This is an optimization exercise on Yosys and OpenROAD, whose aim is small area, not a production implementation. Function was checked by simulation only, so behaviour that the tests miss may differ from the original. The flow treats the clock pin as an ideal source, which a real chip does not have. No activity file was given, so power comes from the tool's default toggle rates.

== try-indigo ==
==> flow/design.v (excerpt) <==
module sd_slv_top(CLK, rst, CMD_i, CMD_o, CMD_oe, DATA_o, DATA_oe);
  input        CLK;
  input        rst;
  input        CMD_i;   
  output       CMD_o;   
  output       CMD_oe;  
  output [3:0] DATA_o;  
  output [3:0] DATA_oe; 
  wire         CMD;     
  wire  [ 5:0] ind;
  wire         ok;
  wire  [ 3:0] cmd_c;
  wire      e_acmd_41;
  wire         size;
  wire         rsp_end;
  wire         crc_clrq;
  wire         cmd_inq2;
  wire         crc_calc_enq;
  wire   [6:0] crc_clac;
  wire         rsp_oe;
  wire         rsp_od;
  wire         rsp_oe1;
  wire         rsp_od1;
  wire         crc_calc;
  wire         rsp_clrq;
  wire         rca_ok;
  wire [  9:0] blk_len_by;
  wire [  1:0] bus_width;
  wire [  2:0] c_state;
  wire [  9:0] start_add_q;
  wire       clr_mx;
  wire       din_mx;
  wire       cen_mx;
  wire       ind_clr;
  wire [3:0] rsp_sel =
    (cmd_c == 4'd10) ? (rca_ok ? 4'd0 : 4'd1) :
    (cmd_c == 4'd9 ) ? (rca_ok ? 4'd9 : 4'd1) :
    cmd_c;
  wire start_rsp = cmd_c != 4'd1;
  assign CMD    = rsp_oe1 ? rsp_od1 : CMD_i;
  assign CMD_o  = rsp_od1;
  assign CMD_oe = rsp_oe1;
  sd_slv_cmr u_cmr (
    .rst(rst),
    .clk(CLK),
    .cmd_in(CMD),
    .ind_clr(ind_clr),
    .size(size ),
    .ind(ind),
    .ok (ok ),
    .rsp_end(rsp_end),
    .acmd_06(cmd_c == 4'd4),
    .crc_clrq(crc_clrq),
    .cmd_inq2(cmd_inq2),
    .crc_calc_enq(crc_calc_enq),
    .crc_clac(crc_clac),
    .rca_ok(rca_ok),
    .cmd_16     (cmd_c == 4'd6),
    .cmd_17     (cmd_c == 4'd7),
    .blk_len_by (blk_len_by ),
    .bus_width  (bus_width  ),
    .start_add_q(start_add_q)
  );
  sd_slv_fsm u_fsm (
    .rst(rst),
    .clk(CLK),
    .ind(ind),
    .ok (ok ),
    .clr(clr_mx),
    .rsp_end(rsp_end),
    .rca_ok(rca_ok),
    .cmd_c(cmd_c),
    .e_acmd_41(e_acmd_41),
    .size(size),
    .c_state(c_state)
  ...
==> flow/config.mk <==
export PLATFORM = sky130hd
export DESIGN_NAME = sd_slv_top
export DESIGN_NICKNAME = sd_slv_top
export VERILOG_FILES = /design/flow/design.v
export SDC_FILE = /design/flow/constraint.sdc
export NUM_CORES = 4
export LEC_CHECK = 0
export CAP_MARGIN = 20
export CORE_MARGIN = 2
export CORE_UTILIZATION = 70
export PLACE_DENSITY = 0.85
export SLEW_MARGIN = 20
==> flow/constraint.sdc <==
create_clock -name core_clock -period 10.0 [get_ports {CLK}]
set_input_delay 2.0000 -clock core_clock [delete_from_list [all_inputs] [get_ports {CLK}]]
set_output_delay 2.0000 -clock core_clock [all_outputs]
set_load 0.01 [all_outputs]
standard.sh (not shown) runs the stock make flow with config.mk's settings and CLKGATE_MAP_FILE= SYNTH_SCRIPT=/design/flow/synth_recipe.tcl, a recipe that flattens the netlist after the stock synthesis.
==> flow/flow/run.sh <==
#!/bin/bash
# Own flow: the standard layout (standard.sh) with three changes.
# 1. After the standard synthesis, the combinational logic is optimised and
#    mapped again by Yosys/ABC for area (reopt.tcl). The flip-flops are left
#    exactly as the standard synthesis made them: same instances, names and
#    cells. The new netlist is used only if Yosys proves it equivalent to the
#    standard one (reopt_equiv.tcl); otherwise the standard netlist is kept.
#    It runs with four ABC seeds and keeps the smallest proven netlist.
# 2. The clock tree is built without dummy load cells, with a clkbuf_8 root
#    and clkbuf_16 sink buffers over clusters of up to 30 registers within
#    100 um (CTS_ARGS replaces ORFS's clock_tree_synthesis arguments).
# 3. The port buffers are the smallest buffer (BUFFER_PORTS_ARGS).
# Each tool's output goes to a log of its own in the work folder.
set -euo pipefail
export CTS_ARGS="-sink_clustering_enable -repair_clock_nets -sink_clustering_size 30 -sink_clustering_max_diameter 100 -dont_use_dummy_load -root_buf sky130_fd_sc_hd__clkbuf_8 -sink_clustering_buffer sky130_fd_sc_hd__clkbuf_16"
export BUFFER_PORTS_ARGS="-buffer_cell sky130_fd_sc_hd__buf_1"

bash standard.sh synth > synth.log 2>&1

R=orfs/results/sky130hd/sd_slv_top/base
cp "$R/1_2_yosys.v" 1_2_yosys_standard.v
YOSYS=yosys
if [[ -x "$FLOW_HOME/../tools/install/yosys/bin/yosys" ]]; then
  YOSYS="$FLOW_HOME/../tools/install/yosys/bin/yosys"
fi
export REOPT_LIB="$FLOW_HOME/platforms/sky130hd/lib/sky130_fd_sc_hd__tt_025C_1v80.lib"
export REOPT_IN=1_2_yosys_standard.v
# Four runs of the re-optimisation with different ABC seeds, in parallel;
# the smallest netlist that Yosys proves equivalent is used.
for s in 0 1 2 3; do
  mkdir -p reopt_$s
  sed "s/@SEED@/$s/" flow/reopt.abc > reopt_$s/reopt.abc
  ( cd reopt_$s &&
    REOPT_SCRIPT="$PWD/reopt.abc" REOPT_IN=../1_2_yosys_standard.v \
    REOPT_OUT=1_2_yosys_reopt.v "$YOSYS" -c ../flow/reopt.tcl > reopt.log 2>&1 &&
    REOPT_IN=../1_2_yosys_standard.v REOPT_OUT=1_2_yosys_reopt.v \
    "$YOSYS" -c ../flow/reopt_equiv.tcl > reopt_equiv.log 2>&1 &&
    grep 'Chip area' reopt_stat_after.txt | tail -1 | awk '{print $NF}' > area.txt ) &
done
wait
best=""
best_area=""
for s in 0 1 2 3; do
  if [[ -s reopt_$s/area.txt ]]; then
    a=$(cat reopt_$s/area.txt)
    if [[ -z "$best" ]] || awk -v a="$a" -v b="$best_area" 'BEGIN{exit !(a < b)}'; then
      best=$s
      best_area=$a
    fi
  fi
done
if [[ -n "$best" ]]; then
  echo "using the re-optimised netlist of seed $best (area $best_area)" > reopt_result.txt
  cp reopt_$best/1_2_yosys_reopt.v "$R/1_2_yosys.v"
  rm -f "$R/1_synth.odb" "$R/1_synth.sdc"
else
  echo "keeping the standard netlist" > reopt_result.txt
fi

bash standard.sh > standard.log 2>&1
==> flow/flow/reopt.abc <==
strash
&get -n
&deepsyn -T 240 -S @SEED@
&put
&get -n
&dch -f
&nf -R 1000 -p -C 32
&put
==> flow/flow/reopt.tcl <==
# Map the combinational logic of the standard synthesis again, for area.
# The flip-flop cells are read as black boxes, so they and their names stay
# as they are; every other cell is read as its Liberty function and mapped
# again by ABC, without the platform's don't-use cells.
yosys -import
set lib $::env(REOPT_LIB)
set dont_use {
  sky130_fd_sc_hd__probe_p_8 sky130_fd_sc_hd__probec_p_8
  sky130_fd_sc_hd__lpflow_bleeder_1
  sky130_fd_sc_hd__lpflow_clkbufkapwr_1 sky130_fd_sc_hd__lpflow_clkbufkapwr_16
  sky130_fd_sc_hd__lpflow_clkbufkapwr_2 sky130_fd_sc_hd__lpflow_clkbufkapwr_4
  sky130_fd_sc_hd__lpflow_clkbufkapwr_8
  sky130_fd_sc_hd__lpflow_clkinvkapwr_1 sky130_fd_sc_hd__lpflow_clkinvkapwr_16
  sky130_fd_sc_hd__lpflow_clkinvkapwr_2 sky130_fd_sc_hd__lpflow_clkinvkapwr_4
  sky130_fd_sc_hd__lpflow_clkinvkapwr_8
  sky130_fd_sc_hd__lpflow_decapkapwr_12 sky130_fd_sc_hd__lpflow_decapkapwr_3
  sky130_fd_sc_hd__lpflow_decapkapwr_4 sky130_fd_sc_hd__lpflow_decapkapwr_6
  sky130_fd_sc_hd__lpflow_decapkapwr_8
  sky130_fd_sc_hd__lpflow_inputiso0n_1 sky130_fd_sc_hd__lpflow_inputiso0p_1
  sky130_fd_sc_hd__lpflow_inputiso1n_1 sky130_fd_sc_hd__lpflow_inputiso1p_1
  sky130_fd_sc_hd__lpflow_inputisolatch_1
  sky130_fd_sc_hd__lpflow_isobufsrc_1 sky130_fd_sc_hd__lpflow_isobufsrc_16
  sky130_fd_sc_hd__lpflow_isobufsrc_2 sky130_fd_sc_hd__lpflow_isobufsrc_4
  sky130_fd_sc_hd__lpflow_isobufsrc_8 sky130_fd_sc_hd__lpflow_isobufsrckapwr_16
  sky130_fd_sc_hd__lpflow_lsbuf_lh_hl_isowell_tap_1
  sky130_fd_sc_hd__lpflow_lsbuf_lh_hl_isowell_tap_2
  sky130_fd_sc_hd__lpflow_lsbuf_lh_hl_isowell_tap_4
  sky130_fd_sc_hd__lpflow_lsbuf_lh_isowell_4
  sky130_fd_sc_hd__lpflow_lsbuf_lh_isowell_tap_1
  sky130_fd_sc_hd__lpflow_lsbuf_lh_isowell_tap_2
  sky130_fd_sc_hd__lpflow_lsbuf_lh_isowell_tap_4
}
set du_args {}
foreach c $dont_use { lappend du_args -dont_use $c }

read_liberty -ignore_miss_func $lib
blackbox sky130_fd_sc_hd__df* sky130_fd_sc_hd__edf* sky130_fd_sc_hd__sdf* sky130_fd_sc_hd__dl* sky130_fd_sc_hd__conb_1
read_verilog $::env(REOPT_IN)
hierarchy -top sd_slv_top
tee -o reopt_stat_before.txt stat -liberty $lib
flatten
opt_clean
# the cells ABC places need their interfaces
read_liberty -lib -overwrite -ignore_miss_func $lib
abc -liberty $lib {*}$du_args -script $::env(REOPT_SCRIPT)
opt_clean -purge
setundef -zero
splitnets
opt_clean -purge
hilomap -singleton -hicell sky130_fd_sc_hd__conb_1 HI -locell sky130_fd_sc_hd__conb_1 LO
insbuf -buf sky130_fd_sc_hd__buf_4 A X
hierarchy -top sd_slv_top
check -assert -mapped
tee -o reopt_stat_after.txt stat -liberty $lib
write_verilog -noattr -nohex -nodec $::env(REOPT_OUT)
==> flow/flow/reopt_equiv.tcl <==
# Prove the re-optimised netlist equivalent to the standard one: both read
# with the cells' Liberty functions, registers paired by their (unchanged)
# instance names, the auto-named internal nets hidden so only real names pair.
yosys -import
read_liberty -ignore_miss_func $::env(REOPT_LIB)
read_verilog $::env(REOPT_IN)
yosys rename sd_slv_top gold
read_verilog $::env(REOPT_OUT)
yosys rename sd_slv_top gate
flatten gold gate
opt_clean gold gate
yosys rename -hide gold/w:_* gate/w:_*
async2sync
equiv_make gold gate equiv
hierarchy -top equiv
equiv_simple -seq 2 equiv
equiv_induct equiv
equiv_status -assert equiv
#### Input delta (try-fjord over try-indigo)
--- a/flow/flow/run.sh
+++ b/flow/flow/run.sh
@@ -8 +7,0 @@
-#    It runs with four ABC seeds and keeps the smallest proven netlist.
@@ -26,0 +26 @@
+export REOPT_SCRIPT="$PWD/flow/reopt.abc"
@@ -28,27 +28,5 @@
-# Four runs of the re-optimisation with different ABC seeds, in parallel;
-# the smallest netlist that Yosys proves equivalent is used.
-for s in 0 1 2 3; do
-  mkdir -p reopt_$s
-  sed "s/@SEED@/$s/" flow/reopt.abc > reopt_$s/reopt.abc
-  ( cd reopt_$s &&
-    REOPT_SCRIPT="$PWD/reopt.abc" REOPT_IN=../1_2_yosys_standard.v \
-    REOPT_OUT=1_2_yosys_reopt.v "$YOSYS" -c ../flow/reopt.tcl > reopt.log 2>&1 &&
-    REOPT_IN=../1_2_yosys_standard.v REOPT_OUT=1_2_yosys_reopt.v \
-    "$YOSYS" -c ../flow/reopt_equiv.tcl > reopt_equiv.log 2>&1 &&
-    grep 'Chip area' reopt_stat_after.txt | tail -1 | awk '{print $NF}' > area.txt ) &
-done
-wait
-best=""
-best_area=""
-for s in 0 1 2 3; do
-  if [[ -s reopt_$s/area.txt ]]; then
-    a=$(cat reopt_$s/area.txt)
-    if [[ -z "$best" ]] || awk -v a="$a" -v b="$best_area" 'BEGIN{exit !(a < b)}'; then
-      best=$s
-      best_area=$a
-    fi
-  fi
-done
-if [[ -n "$best" ]]; then
-  echo "using the re-optimised netlist of seed $best (area $best_area)" > reopt_result.txt
-  cp reopt_$best/1_2_yosys_reopt.v "$R/1_2_yosys.v"
+export REOPT_OUT=1_2_yosys_reopt.v
+if "$YOSYS" -c flow/reopt.tcl > reopt.log 2>&1 &&
+   "$YOSYS" -c flow/reopt_equiv.tcl > reopt_equiv.log 2>&1; then
+  echo "using the re-optimised netlist" > reopt_result.txt
+  cp 1_2_yosys_reopt.v "$R/1_2_yosys.v"
==> flow/flow/reopt.abc <==
strash
&get -n
&deepsyn -T 180
&put
&get -n
&dch -f
&nf -R 1000
&put
--- outcome ---
Every stage of the flow completed for try-fjord, and the final layout passed the timing, DRC and antenna checks. Higher average wire per standard cell goes to try-fjord over try-indigo. Starting utilization of the core area ended up 0.15 points higher on try-fjord than on try-indigo. Cmp try-fjord vs try-indigo: power higher in try-fjord. Of try-indigo and try-fjord, the run reporting the lower relative contribution of combinational cells to total power was try-indigo. Die area for try-fjord: 0.59% up relative to try-indigo. Switching power for try-fjord: 27% up relative to try-indigo. Fraction of area in clock buffers and inverters: try-indigo vs try-fjord, no meaningful difference.
diff inputs: try-fjord => try-quartz
--- a/flow/flow/run.sh
+++ b/flow/flow/run.sh
@@ -7,0 +8 @@
+#    It runs with three ABC seeds and keeps the smallest proven netlist.
@@ -26 +26,0 @@
-export REOPT_SCRIPT="$PWD/flow/reopt.abc"
@@ -28,5 +28,27 @@
-export REOPT_OUT=1_2_yosys_reopt.v
-if "$YOSYS" -c flow/reopt.tcl > reopt.log 2>&1 &&
-   "$YOSYS" -c flow/reopt_equiv.tcl > reopt_equiv.log 2>&1; then
-  echo "using the re-optimised netlist" > reopt_result.txt
-  cp 1_2_yosys_reopt.v "$R/1_2_yosys.v"
+# Three runs of the re-optimisation with different ABC seeds, in parallel;
+# the smallest netlist that Yosys proves equivalent is used.
+for s in 0 1 2; do
+  mkdir -p reopt_$s
+  sed "s/@SEED@/$s/" flow/reopt.abc > reopt_$s/reopt.abc
+  ( cd reopt_$s &&
+    REOPT_SCRIPT="$PWD/reopt.abc" REOPT_IN=../1_2_yosys_standard.v \
+    REOPT_OUT=1_2_yosys_reopt.v "$YOSYS" -c ../flow/reopt.tcl > reopt.log 2>&1 &&
+    REOPT_IN=../1_2_yosys_standard.v REOPT_OUT=1_2_yosys_reopt.v \
+    "$YOSYS" -c ../flow/reopt_equiv.tcl > reopt_equiv.log 2>&1 &&
+    grep 'Chip area' reopt_stat_after.txt | tail -1 | awk '{print $NF}' > area.txt ) &
+done
+wait
+best=""
+best_area=""
+for s in 0 1 2; do
+  if [[ -s reopt_$s/area.txt ]]; then
+    a=$(cat reopt_$s/area.txt)
+    if [[ -z "$best" ]] || awk -v a="$a" -v b="$best_area" 'BEGIN{exit !(a < b)}'; then
+      best=$s
+      best_area=$a
+    fi
+  fi
+done
+if [[ -n "$best" ]]; then
+  echo "using the re-optimised netlist of seed $best (area $best_area)" > reopt_result.txt
+  cp reopt_$best/1_2_yosys_reopt.v "$R/1_2_yosys.v"
==> flow/flow/reopt.abc <==
strash
&get -n
&deepsyn -T 180 -S @SEED@
&put
&get -n
&dch -f
&nf -R 1000 -p -C 32
&put
Findings:
Comparing hold slack for try-fjord and try-quartz, the bigger number came from try-fjord. Diff try-fjord -> try-quartz | total power divided by cell area | down by more than 10%. Sort try-fjord and try-quartz by length of the first detailed-routing pass in iterations desc -> top: try-fjord. try-fjord has a lower worst-margin pin slew than try-quartz. Re total instance count after detailed placement: try-fjord and try-quartz aren't equal, and the higher value belongs to try-fjord. try-fjord -> try-quartz: core area decreased slightly. In try-quartz the headroom to the max-slew limit turned out 3.3 points lower than in try-fjord. Going from try-fjord to try-quartz, the post-route worst setup slack was found to have gone down by 0.12 ns. try-fjord → try-quartz: net switching fraction of the power moved down, mapped cell area moved down.
What try-xenon does differently from try-quartz at the input level:
==> flow/flow/run.sh <==
#!/bin/bash
# Own flow: the standard layout (standard.sh) with three changes.
# 1. After the standard synthesis, the combinational logic is optimised and
#    mapped again by Yosys/ABC for area (reopt.tcl). The flip-flops are left
#    exactly as the standard synthesis made them: same instances, names and
#    cells. The new netlist is used only if Yosys proves it equivalent to the
#    standard one (reopt_equiv.tcl); otherwise the standard netlist is kept.
# 2. The clock tree is built without dummy load cells, with a clkbuf_8 root
#    and clkbuf_16 sink buffers over clusters of up to 30 registers within
#    100 um (CTS_ARGS replaces ORFS's clock_tree_synthesis arguments).
# 3. The port buffers are the smallest buffer (BUFFER_PORTS_ARGS).
# Each tool's output goes to a log of its own in the work folder.
set -euo pipefail
export CTS_ARGS="-sink_clustering_enable -repair_clock_nets -sink_clustering_size 30 -sink_clustering_max_diameter 100 -dont_use_dummy_load -root_buf sky130_fd_sc_hd__clkbuf_8 -tree_buf sky130_fd_sc_hd__clkbuf_8 -sink_clustering_buffer sky130_fd_sc_hd__clkbuf_16"
export BUFFER_PORTS_ARGS="-buffer_cell sky130_fd_sc_hd__buf_1"

bash standard.sh synth > synth.log 2>&1

R=orfs/results/sky130hd/sd_slv_top/base
cp "$R/1_2_yosys.v" 1_2_yosys_standard.v
YOSYS=yosys
if [[ -x "$FLOW_HOME/../tools/install/yosys/bin/yosys" ]]; then
  YOSYS="$FLOW_HOME/../tools/install/yosys/bin/yosys"
fi
export REOPT_LIB="$FLOW_HOME/platforms/sky130hd/lib/sky130_fd_sc_hd__tt_025C_1v80.lib"
export REOPT_SCRIPT="$PWD/flow/reopt.abc"
export REOPT_IN=1_2_yosys_standard.v
export REOPT_OUT=1_2_yosys_reopt.v
if "$YOSYS" -c flow/reopt.tcl > reopt.log 2>&1 &&
   "$YOSYS" -c flow/reopt_equiv.tcl > reopt_equiv.log 2>&1; then
  echo "using the re-optimised netlist" > reopt_result.txt
  cp 1_2_yosys_reopt.v "$R/1_2_yosys.v"
  rm -f "$R/1_synth.odb" "$R/1_synth.sdc"
else
  echo "keeping the standard netlist" > reopt_result.txt
fi

bash standard.sh > standard.log 2>&1
==> flow/flow/reopt.abc <==
strash
&get -n
&deepsyn -T 180
&put
&get -n
&dch -f
&nf -R 1000
&put
[summary]
Status: growth of design area from synthesis to finish parity (try-xenon, try-quartz). From try-quartz to try-xenon the numbers moved as follows: final cell count without fillers went up, least setup slack across all paths after layout went up, power went up, starting utilization of the core area went up, final worst-path cycle share went down. NOTE: die area in try-xenon exceeds that of try-quartz. try-xenon vs try-quartz on time the worst path needs with I/O delays and setup: try-xenon is the lower one. Compared with try-quartz, highest achievable clock rate in try-xenon increased by a few percent.

-- static timing again, ports no longer ideal --
No port has a modelled driver above. Below, the same layouts with a new extraction and two added sets of constraints. Step 1, drivers: a clkbuf_16 drives CLK and a buf_2 each remaining input, both assumed. Step 2, shift: input delay + t, output delay - t, t = (earliest + latest rising clock arrival at the registers) / 2. This alone moves slack from input paths to output paths. a / b / c = ideal ports / drivers / drivers and shift; a / b = the first two.
| run | t, ns | setup WS [ns] | hold slack, ns | slew at the worst register clock pin (ns) | worst slew at a driven data input, ns |
|---|---|---|---|---|---|
| try-indigo | 0.526 | 6.301 / 6.301 / 6.301 | 0.371 / 0.371 / 0.371 | 0.11 / 0.11 | 0.03 |
| try-fjord | 0.517 | 6.425 / 6.387 / 6.675 | 0.374 / 0.374 / 0.374 | 0.11 / 0.11 | 0.03 |
| try-quartz | 0.526 | 6.301 / 6.301 / 6.301 | 0.371 / 0.371 / 0.371 | 0.11 / 0.11 | 0.03 |
| try-xenon | 0.517 | 6.425 / 6.387 / 6.675 | 0.374 / 0.374 / 0.374 | 0.11 / 0.11 | 0.03 |
After both steps every run listed still meets setup and hold. The worst setup slack also covers recovery checks on asynchronous resets.
